What follows belongs to an exercise in optimizing a design on an open flow for small area, a short achievable clock period and few clock cycles per item; a production flow would make more cautious choices. Where RTL was checked, it was by simulation tests only, not by an equivalence proof against the original. The RTL of run 2 was laid out without a check of its function.

## flow/run.sh

```bash
#!/bin/bash
# synth_recipe.tcl (not shown) runs the flow's synth.tcl, then flattens the netlist and writes it again
# the make line also repeats each setting of config.mk as NAME=value (left out here)
make -C /OpenROAD-flow-scripts/flow DESIGN_CONFIG=/design/flow/config.mk WORK_HOME=/design/flow/orfs CLKGATE_MAP_FILE= SYNTH_SCRIPT=/design/flow/synth_recipe.tcl finish
```

## flow/config.mk

```make
export PLATFORM = sky130hd
export DESIGN_NAME = riscv_base_divider
export DESIGN_NICKNAME = riscv_base_divider
export VERILOG_FILES = /design/flow/design.v
export SDC_FILE = /design/flow/constraint.sdc
export NUM_CORES = 4
export LEC_CHECK = 0
export CAP_MARGIN = 20
export CORE_MARGIN = 2
export CORE_UTILIZATION = 40
export SLEW_MARGIN = 20
```

## flow/constraint.sdc

```tcl
create_clock -name core_clock -period 6.0 [get_ports {clk_i}]
set_input_delay 1.2000 -clock core_clock [delete_from_list [all_inputs] [get_ports {clk_i}]]
set_output_delay 1.2000 -clock core_clock [all_outputs]
set_load 0.01 [all_outputs]
```

## flow/design.v

```verilog
module riscv_base_divider (
    input           clk_i,
    input           rst_i,
    input           opcode_valid_i,      
    input  [31:0]   opcode_opcode_i,     
    input  [31:0]   opcode_pc_i,         
    input           opcode_invalid_i,    
    input  [4:0]    opcode_rd_idx_i,     
    input  [4:0]    opcode_ra_idx_i,     
    input  [4:0]    opcode_rb_idx_i,     
    input  [31:0]   opcode_ra_operand_i, 
    input  [31:0]   opcode_rb_operand_i, 
    output          writeback_valid_o,   
    output [31:0]   writeback_value_o    
);
    wire inst_div_w  = (opcode_opcode_i & 32'hfe00707f) == 32'h2004033;     
    wire inst_divu_w = (opcode_opcode_i & 32'hfe00707f) == 32'h2005033;   
    wire inst_rem_w  = (opcode_opcode_i & 32'hfe00707f) == 32'h2006033;     
    wire inst_remu_w = (opcode_opcode_i & 32'hfe00707f) == 32'h2007033;   
    wire div_rem_inst_w = inst_div_w | inst_divu_w | inst_rem_w | inst_remu_w;
    wire signed_operation_w = inst_div_w | inst_rem_w;
    wire div_operation_w = inst_div_w | inst_divu_w;
    wire div_by_zero_w = (opcode_rb_operand_i == 32'h0);
    wire overflow_w = signed_operation_w & 
                      (opcode_ra_operand_i == 32'h80000000) & 
                      (opcode_rb_operand_i == 32'hFFFFFFFF);
    wire valid_div_req_w = opcode_valid_i & div_rem_inst_w & ~opcode_invalid_i;
    wire div_start_w = valid_div_req_w & ~div_by_zero_w & ~overflow_w & ~div_busy_q;
    wire special_case_w = valid_div_req_w & (div_by_zero_w | overflow_w);
    wire div_complete_w = (cycle_counter_q == 5'd0) & div_busy_q;
    wire dividend_negative_w = signed_operation_w & opcode_ra_operand_i[31];
    wire divisor_negative_w = signed_operation_w & opcode_rb_operand_i[31];
    wire result_negative_w = signed_operation_w & 
                             ((div_operation_w & (opcode_ra_operand_i[31] ^ opcode_rb_operand_i[31])) |
                              (~div_operation_w & opcode_ra_operand_i[31]));  
    wire [31:0] dividend_abs_w = dividend_negative_w ? (~opcode_ra_operand_i + 1'b1) : opcode_ra_operand_i;
    wire [31:0] divisor_abs_w = divisor_negative_w ? (~opcode_rb_operand_i + 1'b1) : opcode_rb_operand_i;
    reg [31:0] remainder_q;      
    reg [31:0] quotient_q;       
    reg [31:0] divisor_q;        
    reg [5:0]  cycle_counter_q;  
    reg        div_busy_q;       
    reg        div_inst_q;       
    reg        invert_result_q;  
    reg        valid_q;          
    reg [31:0] result_q;         
    always @(posedge clk_i or posedge rst_i) begin
        if (rst_i) begin
            div_busy_q <= 1'b0;
        end else begin
            if (div_start_w) begin
                div_busy_q <= 1'b1;
            end else if (div_complete_w) begin
                div_busy_q <= 1'b0;
            end
        end
    end
    always @(posedge clk_i or posedge rst_i) begin
        if (rst_i) begin
            cycle_counter_q <= 6'd0;
        end else begin
            if (div_start_w) begin
                cycle_counter_q <= 6'd32;  
            end else if (div_busy_q & (cycle_counter_q != 6'd0)) begin
                cycle_counter_q <= cycle_counter_q - 1'b1;
            end
        end
    end
    always @(posedge clk_i or posedge rst_i) begin
        if (rst_i) begin
            div_inst_q <= 1'b0;
        end else begin
            if (div_start_w) begin
                div_inst_q <= div_operation_w;
            end
        end
    end
    always @(posedge clk_i or posedge rst_i) begin
        if (rst_i) begin
            invert_result_q <= 1'b0;
        end else begin
            if (div_start_w) begin
                invert_result_q <= result_negative_w & |opcode_rb_operand_i;
            end
        end
    end
    always @(posedge clk_i or posedge rst_i) begin
        if (rst_i) begin
            divisor_q <= 32'h0;
        end else begin
            if (div_start_w) begin
                divisor_q <= divisor_abs_w;
            end
        end
    end
    always @(posedge clk_i or posedge rst_i) begin
        if (rst_i) begin
            remainder_q <= 32'h0;
            quotient_q <= 32'h0;
        end else begin
            if (div_start_w) begin
                remainder_q <= 32'h0;
                quotient_q <= dividend_abs_w;   
            end else if (div_busy_q & (cycle_counter_q != 5'd0)) begin
                remainder_q <= {remainder_q[30:0], quotient_q[31]};
                quotient_q <= quotient_q << 1;
                if ({1'b0, remainder_q[30:0], quotient_q[31]} >= {1'b0, divisor_q}) begin
                    remainder_q <= {remainder_q[30:0], quotient_q[31]} - divisor_q;
                    quotient_q[0] <= 1'b1;   
                end else begin
                    quotient_q[0] <= 1'b0;   
                end
            end
        end
    end
    always @(posedge clk_i or posedge rst_i) begin
        if (rst_i) begin
            valid_q <= 1'b0;
        end else begin
            valid_q <= div_complete_w | special_case_w;
        end
    end
    wire [31:0] final_quotient_w = invert_result_q ? (~quotient_q + 1'b1) : quotient_q;
    wire [31:0] final_remainder_w = invert_result_q ? (~remainder_q + 1'b1) : remainder_q;
    always @(posedge clk_i or posedge rst_i) begin
        if (rst_i) begin
            result_q <= 32'h0;
        end else begin
            if (div_complete_w) begin
                result_q <= div_inst_q ? final_quotient_w : final_remainder_w;
            end else if (special_case_w) begin
                if (div_by_zero_w) begin
                    result_q <= div_operation_w ? 32'hFFFFFFFF : opcode_ra_operand_i;
                end else if (overflow_w) begin
                    result_q <= div_operation_w ? 32'h80000000 : 32'h0;
                end
            end
        end
    end
    assign writeback_valid_o = valid_q;
    assign writeback_value_o = result_q;
endmodule
```

==> results of run 1 <==
area by class of cell:
type | count | area (µm²)
fillers | 2664 | 14000
multi-input cells | 1094 | 6950
clock inverters | 7 | 90.1
well taps | 341 | 427
flip-flops and latches | 138 | 3450
inverters | 60 | 230
clock buffers | 24 | 492
repair buffers | 137 | 1320
per-layer routing:
metal	up-vias	track usage (%)
met5	-	0
met4	0	6.35
met3	39	2.57
met2	291	39.3
met1	4922	33.2
li1	5158	-
critical path, cell delays in order:
cell and delay, ns:
clkdlybuf4s50_1 0.51, or4_1 0.64, nor4_1 0.37, nand3_1 0.33, nor3_1 0.27, or4_4 0.49
and2_4 0.58, inv_1 0.14, o221ai_1 0.20
sequential cells by signal, summed over array words and instances, names as in the netlist, 6 cells and up:
name	count
divisor_q	32
quotient_q	32
remainder_q	32
result_q	32
cycle_counter_q	6
logic make-up after synthesis:
| logic type | synth area share (%) |
|---|---|
| compound gates | 25.3 |
| xor+xnor | 10.9 |
| fa+ha+maj | 4.52 |
| buf+inv | 5.21 |
| flops | 31.5 |
| mux | 1.59 |
| simple gates | 20.9 |
worst paths after layout:
path / from / endpoint / slack (ns) / cells after the start
setup / recovery: opcode_ra_operand_i[17] / quotient_q[0]$_DFFE_PP0P_ / 1.60 / 9
hold / removal: result_q[19]$_DFFE_PP0P_ / result_q[19]$_DFFE_PP0P_ / 0.48 / 2
setup reg to reg: quotient_q[31]$_DFFE_PP0P_ / remainder_q[31]$_DFFE_PP0P_ / 2.07 / 11
hold reg to reg: result_q[19]$_DFFE_PP0P_ / result_q[19]$_DFFE_PP0P_ / 0.48 / 2
max in group asynchronous: rst_i / result_q[17]$_DFFE_PP0P_ / 3.48 / 3
min in group asynchronous: rst_i / result_q[3]$_DFFE_PP0P_ / 1.34 / 2
stage by stage:
step           hold slack (ns)  instance area [µm²]  instances
2_1_floorplan            0.450                11000       1371
3_3_place_gp             0.462                12400       1770
3_5_place_dp             0.469                12400       1770
4_1_cts                  0.482                13000       1801
5_1_grt                  0.509                13000       1801
6_report                 0.478                13000       1801
cell usage after synthesis (3+ instances only):
cell type	number	share of area (%)
a211o_1	5	0.40
a211oi_1	8	0.55
a21boi_0	7	0.48
a21o_1	14	0.96
a21oi_1	102	4.7
a221o_1	24	2.2
a22oi_1	3	0.21
a31oi_1	15	0.86
a32oi_1	3	0.24
and2_1	12	0.68
and3_1	10	0.57
buf_1	7	0.24
buf_2	6	0.27
buf_6	5	0.51
clkbuf_1	60	2.1
dfrtp_1	138	32
ha_1	38	4.3
inv_1	58	2.0
mux2i_1	14	1.3
nand2_1	155	5.3
nand2b_1	15	0.86
nand3_1	46	2.1
nand3b_1	7	0.48
nand4_1	20	1.1
nand4b_1	3	0.24
nor2_1	89	3.0
nor2b_1	6	0.34
nor3_1	26	1.2
nor4_1	17	0.97
o211ai_1	28	1.9
o21a_1	10	0.68
o21ai_0	142	6.5
o21ai_1	4	0.18
o221ai_1	5	0.40
o22ai_1	7	0.40
o311a_1	4	0.37
o31a_1	3	0.24
o31ai_1	28	1.9
o41ai_1	14	1.1
or2_2	8	0.46
or3_1	21	1.2
or4_1	15	1.0
xnor2_1	72	5.8
xor2_1	65	5.2
==> impl_metrics.env, run 1 <==
export IMPL_wire_per_inst_um=18.6
export IMPL_clkLatencyLatePin_ns=0.43
export IMPL_post_place_ws_ns=1.23
export IMPL_tns_ns=0
export IMPL_wl_met2_mm=15.3
export IMPL_firstDrtPassIters=5
export IMPL_drt_iter0_drc=765
export IMPL_pin_count=180
export IMPL_met3_wirelength_mm=1.47
export IMPL_ys_seq_area_share_pct=31.5
export IMPL_track_usage_pct=23.8
export IMPL_diodes=0
export IMPL_dp_hpwl_mm=24.4
export IMPL_setup_worst_path_class="input port to register"
export IMPL_final_core_util_pct=48.1
export IMPL_grt_overflow=0
export IMPL_grt_pass1_vias=9938
export IMPL_num_rows=60
export IMPL_cts_tree="yes"
export IMPL_syn_avg_cell_area_um2=7.99
export IMPL_tightest_slew_ns=0.868
export IMPL_cp_data_required_time_ns=6.34
export IMPL_cp_max_fo=39
export IMPL_layout_common_cells="nand2_1 (155), o21ai_0 (142), dfrtp_1 (138), clkdlybuf4s50_1 (117), a21oi_1 (102)"
export IMPL_synth_edf_count=0
export IMPL_htreeDepth=4
export IMPL_num_vias=10410
export IMPL_min_path_type="register to register"
export IMPL_ys_types=73
export IMPL_timing_final_crit_share_pct=73.3
export IMPL_core_area_mm2=0.0270
export IMPL_wl_mm=33.5
export IMPL_numPortBuffers=117
export IMPL_grt_first_pass_wirelength_mm=54.3
export IMPL_die_y_um=170
export IMPL_drv_slew=0
export IMPL_skew_ns=0.00928
export IMPL_timing_fmax_ghz=0.227
export IMPL_wirelength_met1_mm=16.1
export IMPL_drc_errors=0
export IMPL_rsz0062_at_grt="no"
export IMPL_numCtsBuffers=17
export IMPL_place_congestion=0.873
export IMPL_clkTransAtPathRegs_ns=0.06
export IMPL_final_nets=1634
export IMPL_worstSetupEndpointType="register"
export IMPL_via_per_inst=5.78
export IMPL_antenna_found_initial=0
export IMPL_highest_layer="met4"
export IMPL_syn_area_mm2=0.0110
export IMPL_drive_gt1_share_pct=4.93
export IMPL_synthArstFlopShare_pct=100
export IMPL_area_growth_pct=18.2
export IMPL_final_common_cell="nand2_1"
export IMPL_maxCapViolCount=0
export IMPL_yosys_warnings=1
export IMPL_min_period_ns=4.40
export IMPL_die_area_mm2=0.0287
export IMPL_hold_buffers=0
export IMPL_start_kind="input port"
export IMPL_post_cts_buffers=0
export IMPL_worst_slack_ns=1.60
export IMPL_synthCells=1371
export IMPL_ant_nets=0
export IMPL_cts_buffer_depth=2
export IMPL_die_width_um=170
export IMPL_max_slew_margin_rel_pct=42.2
export IMPL_ys_ff_latch=138
export IMPL_worstPathArrival_ns=4.74
export IMPL_cts_resized=0
export IMPL_synth_nets=1557
export IMPL_setup_violations_final=0
export IMPL_clock_root_buffer="clkbuf_16"
export IMPL_run_status="timing/DRC/antenna clean"
export IMPL_hold_viol=0
export IMPL_cts_sinks=138
export IMPL_grt_max_degree=95
export IMPL_start_util_pct=40.7
export IMPL_synth_flop_cell="dfrtp_1"
Testbench counts, summed over its fixed seeds: cycles 108,800, divs 3,200.
==> run 2, diff against run 1 <==
==> flow/design.v (replaced) <==
module riscv_base_divider (
    input           clk_i,
    input           rst_i,
    input           opcode_valid_i,
    input  [31:0]   opcode_opcode_i,
    input  [31:0]   opcode_pc_i,
    input           opcode_invalid_i,
    input  [4:0]    opcode_rd_idx_i,
    input  [4:0]    opcode_ra_idx_i,
    input  [4:0]    opcode_rb_idx_i,
    input  [31:0]   opcode_ra_operand_i,
    input  [31:0]   opcode_rb_operand_i,
    output          writeback_valid_o,
    output [31:0]   writeback_value_o
);
    wire inst_div_w  = (opcode_opcode_i & 32'hfe00707f) == 32'h2004033;
    wire inst_divu_w = (opcode_opcode_i & 32'hfe00707f) == 32'h2005033;
    wire inst_rem_w  = (opcode_opcode_i & 32'hfe00707f) == 32'h2006033;
    wire inst_remu_w = (opcode_opcode_i & 32'hfe00707f) == 32'h2007033;
    wire div_rem_inst_w = inst_div_w | inst_divu_w | inst_rem_w | inst_remu_w;
    wire valid_req_w = opcode_valid_i & div_rem_inst_w & ~opcode_invalid_i;
    localparam [1:0] S_IDLE = 2'd0, S_SETUP = 2'd1, S_ITER = 2'd2, S_FIX = 2'd3;
    reg [1:0]  state_q;
    reg        valid_q;
    reg [32:0] rem_q;      
    reg [32:0] div_q;      
    reg [31:0] quo_q;      
    reg [5:0]  cnt_q;
    reg        is_div_q;
    reg        signed_q;
    reg        an_q;       
    reg        sub_q;      
    function [5:0] bitlen;
        input [31:0] x;
        integer i;
        begin
            bitlen = 6'd0;
            for (i = 0; i < 32; i = i + 1)
                if (x[i]) bitlen = i + 1;
        end
    endfunction
    wire        an_w   = rem_q[32];
    wire        bn_w   = div_q[32];
    wire [5:0]  ma_w   = bitlen(rem_q[31:0] ^ {32{an_w}});
    wire [5:0]  mb_w   = bitlen(div_q[31:0] ^ {32{bn_w}});
    wire        bzero_w = (div_q == 33'd0);
    wire [6:0]  s_w    = {1'b0, ma_w} - {1'b0, mb_w} + {6'd0, an_w};
    wire        sneg_w = s_w[6];
    wire [32:0] dshift_w = div_q << s_w[5:0];
    wire [32:0] t_w    = sub_q ? (rem_q - div_q) : (rem_q + div_q);
    wire        tzero_w = (t_w == 33'd0);
    wire        acc_w  = an_q ? (t_w[32] | tzero_w) : ~t_w[32];
    wire        last_w = (cnt_q == 6'd0);
    wire        fix_w  = is_div_q & ~sub_q;
    always @(posedge clk_i or posedge rst_i) begin
        if (rst_i) begin
            state_q <= S_IDLE;
            valid_q <= 1'b0;
        end else begin
            valid_q <= 1'b0;
            case (state_q)
                S_IDLE:  if (valid_req_w) state_q <= S_SETUP;
                S_SETUP: if (bzero_w | sneg_w) begin
                             state_q <= S_IDLE;
                             valid_q <= 1'b1;
                         end else
                             state_q <= S_ITER;
                S_ITER:  if (last_w) begin
                             if (fix_w) state_q <= S_FIX;
                             else begin
                                 state_q <= S_IDLE;
                                 valid_q <= 1'b1;
                             end
                         end
                default: begin
                             state_q <= S_IDLE;
                             valid_q <= 1'b1;
                         end
            endcase
        end
    end
    always @(posedge clk_i) begin
        case (state_q)
            S_IDLE: begin
                is_div_q <= ~opcode_opcode_i[13];
                signed_q <= ~opcode_opcode_i[12];
                rem_q <= {~opcode_opcode_i[12] & opcode_ra_operand_i[31], opcode_ra_operand_i};
                div_q <= {~opcode_opcode_i[12] & opcode_rb_operand_i[31], opcode_rb_operand_i};
            end
            S_SETUP: begin
                an_q  <= an_w;
                sub_q <= ~(an_w ^ bn_w);
                quo_q <= {32{bzero_w}};
                cnt_q <= s_w[5:0];
                div_q <= dshift_w;
            end
            S_ITER: begin
                if (acc_w) rem_q <= t_w;
                quo_q <= {quo_q[30:0], acc_w};
                div_q <= {div_q[32], div_q[32:1]};
                cnt_q <= cnt_q - 6'd1;
            end
            default: begin
                quo_q <= ~quo_q + 32'd1;
            end
        endcase
    end
    assign writeback_valid_o = valid_q;
    assign writeback_value_o = is_div_q ? quo_q : rem_q[31:0];
endmodule
==> run 2 against run 1 <==
- critical endpoint is now div_q[22]$_DFFE_PP_
- clock skew increased by 0.0085 ns
- via count rose by 16%
- flip-flop and latch count down 28
- hold slack improved by 0.14 ns
- critical path type is now register to register
==> impl_metrics.env, run 2 <==
export IMPL_synth_most_common_cell="nand2_1"
export IMPL_synth_flop_cell="edfxtp_1"
export IMPL_num_rows=63
export IMPL_via_per_inst=5.90
export IMPL_drc_errors=0
export IMPL_worstSetupEndpointType="register"
export IMPL_max_slew_margin_rel_pct=51.4
export IMPL_die_y_um=178
export IMPL_wl_mm=39.7
export IMPL_cts_sinks=110
export IMPL_cp_data_required_time_ns=6.10
export IMPL_syn_area_mm2=0.0121
export IMPL_met1_usage_pct=33.5
export IMPL_worst_slack_ns=0.260
export IMPL_clock_root_buffer="clkbuf_16"
export IMPL_grt_busiest_layer="met2"
export IMPL_area_growth_pct=24.9
export IMPL_run_status="timing/DRC/antenna clean"
export IMPL_min_path_type="register to register"
export IMPL_setup_violations_final=0
export IMPL_skew_ns=0.0178
export IMPL_clkTransAtPathRegs_ns=0.08
export IMPL_pin_count=180
export IMPL_drt_iter0_drc=954
export IMPL_track_usage_pct=24.8
export IMPL_clkLatencyLatePin_ns=0.38
export IMPL_htreeDepth=3
export IMPL_grt_pass1_vias=11122
export IMPL_grt_use_met2_pct=42.1
export IMPL_die_width_um=178
export IMPL_wire_per_inst_um=19.4
export IMPL_final_nets=1852
export IMPL_min_period_ns=5.74
export IMPL_grt_first_pass_wirelength_mm=61.4
export IMPL_cp_max_fo=5
export IMPL_worstPathArrival_ns=5.84
export IMPL_firstDrtPassIters=6
export IMPL_hold_buffers=0
export IMPL_yosys_area_top_type="edfxtp_1"
export IMPL_start_util_pct=40.7
export IMPL_hold_viol=0
export IMPL_post_place_ws_ns=-0.0725
export IMPL_dp_hpwl_mm=29.8
export IMPL_cts_buffer_depth=2
export IMPL_synth_area_leaders="edfxtp_1 (27%), a21oi_1 (6.2%), nand2_1 (5.6%), ha_1 (5.5%), xnor2_1 (5.1%)"
export IMPL_synth_commonest_cells="nand2_1 (180), nor2_1 (164), a21oi_1 (150)"
export IMPL_synthArstFlopShare_pct=2.73
export IMPL_tightest_slew_ns=0.728
export IMPL_ys_ff_latch=110
export IMPL_ys_types=87
export IMPL_timing_fmax_ghz=0.174
export IMPL_slowest_stage="fa_2"
export IMPL_synthCells=1510
export IMPL_final_common_cell="nand2_1"
export IMPL_synth_edf_count=107
export IMPL_rsz0062_at_grt="yes"
export IMPL_reg_top3="div_q (33), rem_q (33), quo_q (31)"
export IMPL_yosys_warnings=1
export IMPL_grt_overflow=0
export IMPL_syn_avg_cell_area_um2=8.00
export IMPL_tns_ns=0
export IMPL_diodes=0
export IMPL_place_congestion=0.916
export IMPL_drv_slew=0
export IMPL_synth_nets=1712
export IMPL_whs_ns=0.618
export IMPL_yosysTopAreaCellShare_pct=26.6
export IMPL_num_vias=12063
export IMPL_die_area_mm2=0.0316
export IMPL_drive_gt1_share_pct=18.5
export IMPL_slowest_delay_ns=0.70
export IMPL_ant_nets=0
export IMPL_antenna_found_initial=0
export IMPL_numPortBuffers=117
export IMPL_start_kind="register"
export IMPL_numCtsBuffers=9
export IMPL_timing_final_crit_share_pct=95.7
export IMPL_grt_use_met3_pct=2.74
export IMPL_grt_max_degree=74
export IMPL_setup_worst_path_class="register to register"
export IMPL_layout_common_cells="nand2_1 (176), nor2_1 (159), a21oi_1 (138), clkdlybuf4s50_1 (117), buf_4 (109)"
export IMPL_ys_seq_area_share_pct=27.2
export IMPL_cts_tree="yes"
export IMPL_core_area_mm2=0.0297
export IMPL_maxCapViolCount=0
-- run 2: changes by cell type after synthesis, moves of 37 or more --
cell,previous run,this run
xor2_1,65,27
clkbuf_1,60,97
dfrtp_1,138,3
mux2_2,1,53
o21ai_0,142,81
nor2_1,89,164
edfxtp_1,0,107
a21oi_1,102,150
-- run 2: path summary, 6_finish.rpt --
kind / slack, ns / cells past startpoint / start / to
worst max-delay path: 0.26 / 28 / rem_q[1]$_DFFE_PP_ / div_q[22]$_DFFE_PP_
worst min-delay path: 0.62 / 1 / cnt_q[0]$_DFFE_PN_ / cnt_q[0]$_DFFE_PN_
worst max register to register: 0.26 / 28 / rem_q[1]$_DFFE_PP_ / div_q[22]$_DFFE_PP_
worst min register to register: 0.62 / 1 / cnt_q[0]$_DFFE_PN_ / cnt_q[0]$_DFFE_PN_
max in group asynchronous: 4.87 / 2 / rst_i / state_q[1]$_DFFE_PP0P_
min in group asynchronous: 1.00 / 2 / rst_i / valid_q$_DFF_PP0_
-- run 2: timing repair --
item	4_1_cts	5_1_grt
setup endpoints to repair	11	66
pin swaps	5	39
buffers inserted	2	8
gates cloned	1	1
resized for setup	18	84
-- run 2: layer usage --
layer / part of all wire (%) / wire (µm)
met1: 44 / 17300
met2: 48 / 19100
met3: 5.8 / 2320
met4: 2.5 / 996
met5: 0 / 0
-- run 2: kinds of logic after synthesis --
kind of cell    Yosys count  synth area share (%)
simple gates            564                  21.6
compound gates          420                  22.4
buf+inv                 161                  5.14
flops                   110                  27.2
mux                     102                  10.8
xor+xnor                 98                  7.10
fa+ha+maj                55                  5.82
-- run 2: metrics by stage --
stage / util [%] / cells / cell area (µm²)
final: 50.8 / 2045 / 15100
after global routing: 50.8 / 2045 / 15100
after CTS: 49.5 / 2037 / 14700
after detailed placement: 48.1 / 2018 / 14300
after global placement: 48.1 / 2018 / 14300
after floorplan: - / 1510 / 12100
-- run 2: final cells by class --
class	count	area [µm²]
clock buffers	9	225
clock inverters	7	88.8
fillers	2837	14600
inverters	50	188
multi-input cells	1239	8590
flip-flops and latches	110	3290
well taps	390	488
repair buffers	240	2230
-- run 2: worst max-delay path: cells and delay by family, from the launching register on --
family	cells	cell delay [ns]
buffers and inverters	6	0.81
AO/OA/AOI/OAI	12	1.58
multiplexers	2	0.77
adder cells (fa/ha/maj)	3	1.06
AND/OR/NAND/NOR	5	0.79
flip-flops	1	0.44

## afterwards: timing with drivers on the ports
In the flow no input, the clock included, has a driving cell. The finished layouts below were timed again as built, in two steps.
Step 1 assumes that a clkbuf_16 drives the clock port and a buf_2 every other input.
Step 2 also shifts input and output timing later by t, the mid clock arrival at the registers, as if the neighbouring blocks saw the same clock.
Three values: ideal ports, drivers, drivers and shift; two values: the first two.
run | shift t [ns] | setup slack, ns | worst setup path after step 2 | worst data-port slew with drivers (ns)
run 1 | 0.473 | 1.601 / 1.630 / 1.157 | input to register | 0.05
run 2 | 0.421 | 0.260 / 0.260 / 0.260 | register to register | 0.04
After both steps setup and hold are still met in every run listed. For run 1, which loses most, drivers alone change the setup slack by +0.029 ns; drivers and shift together by -0.444 ns.
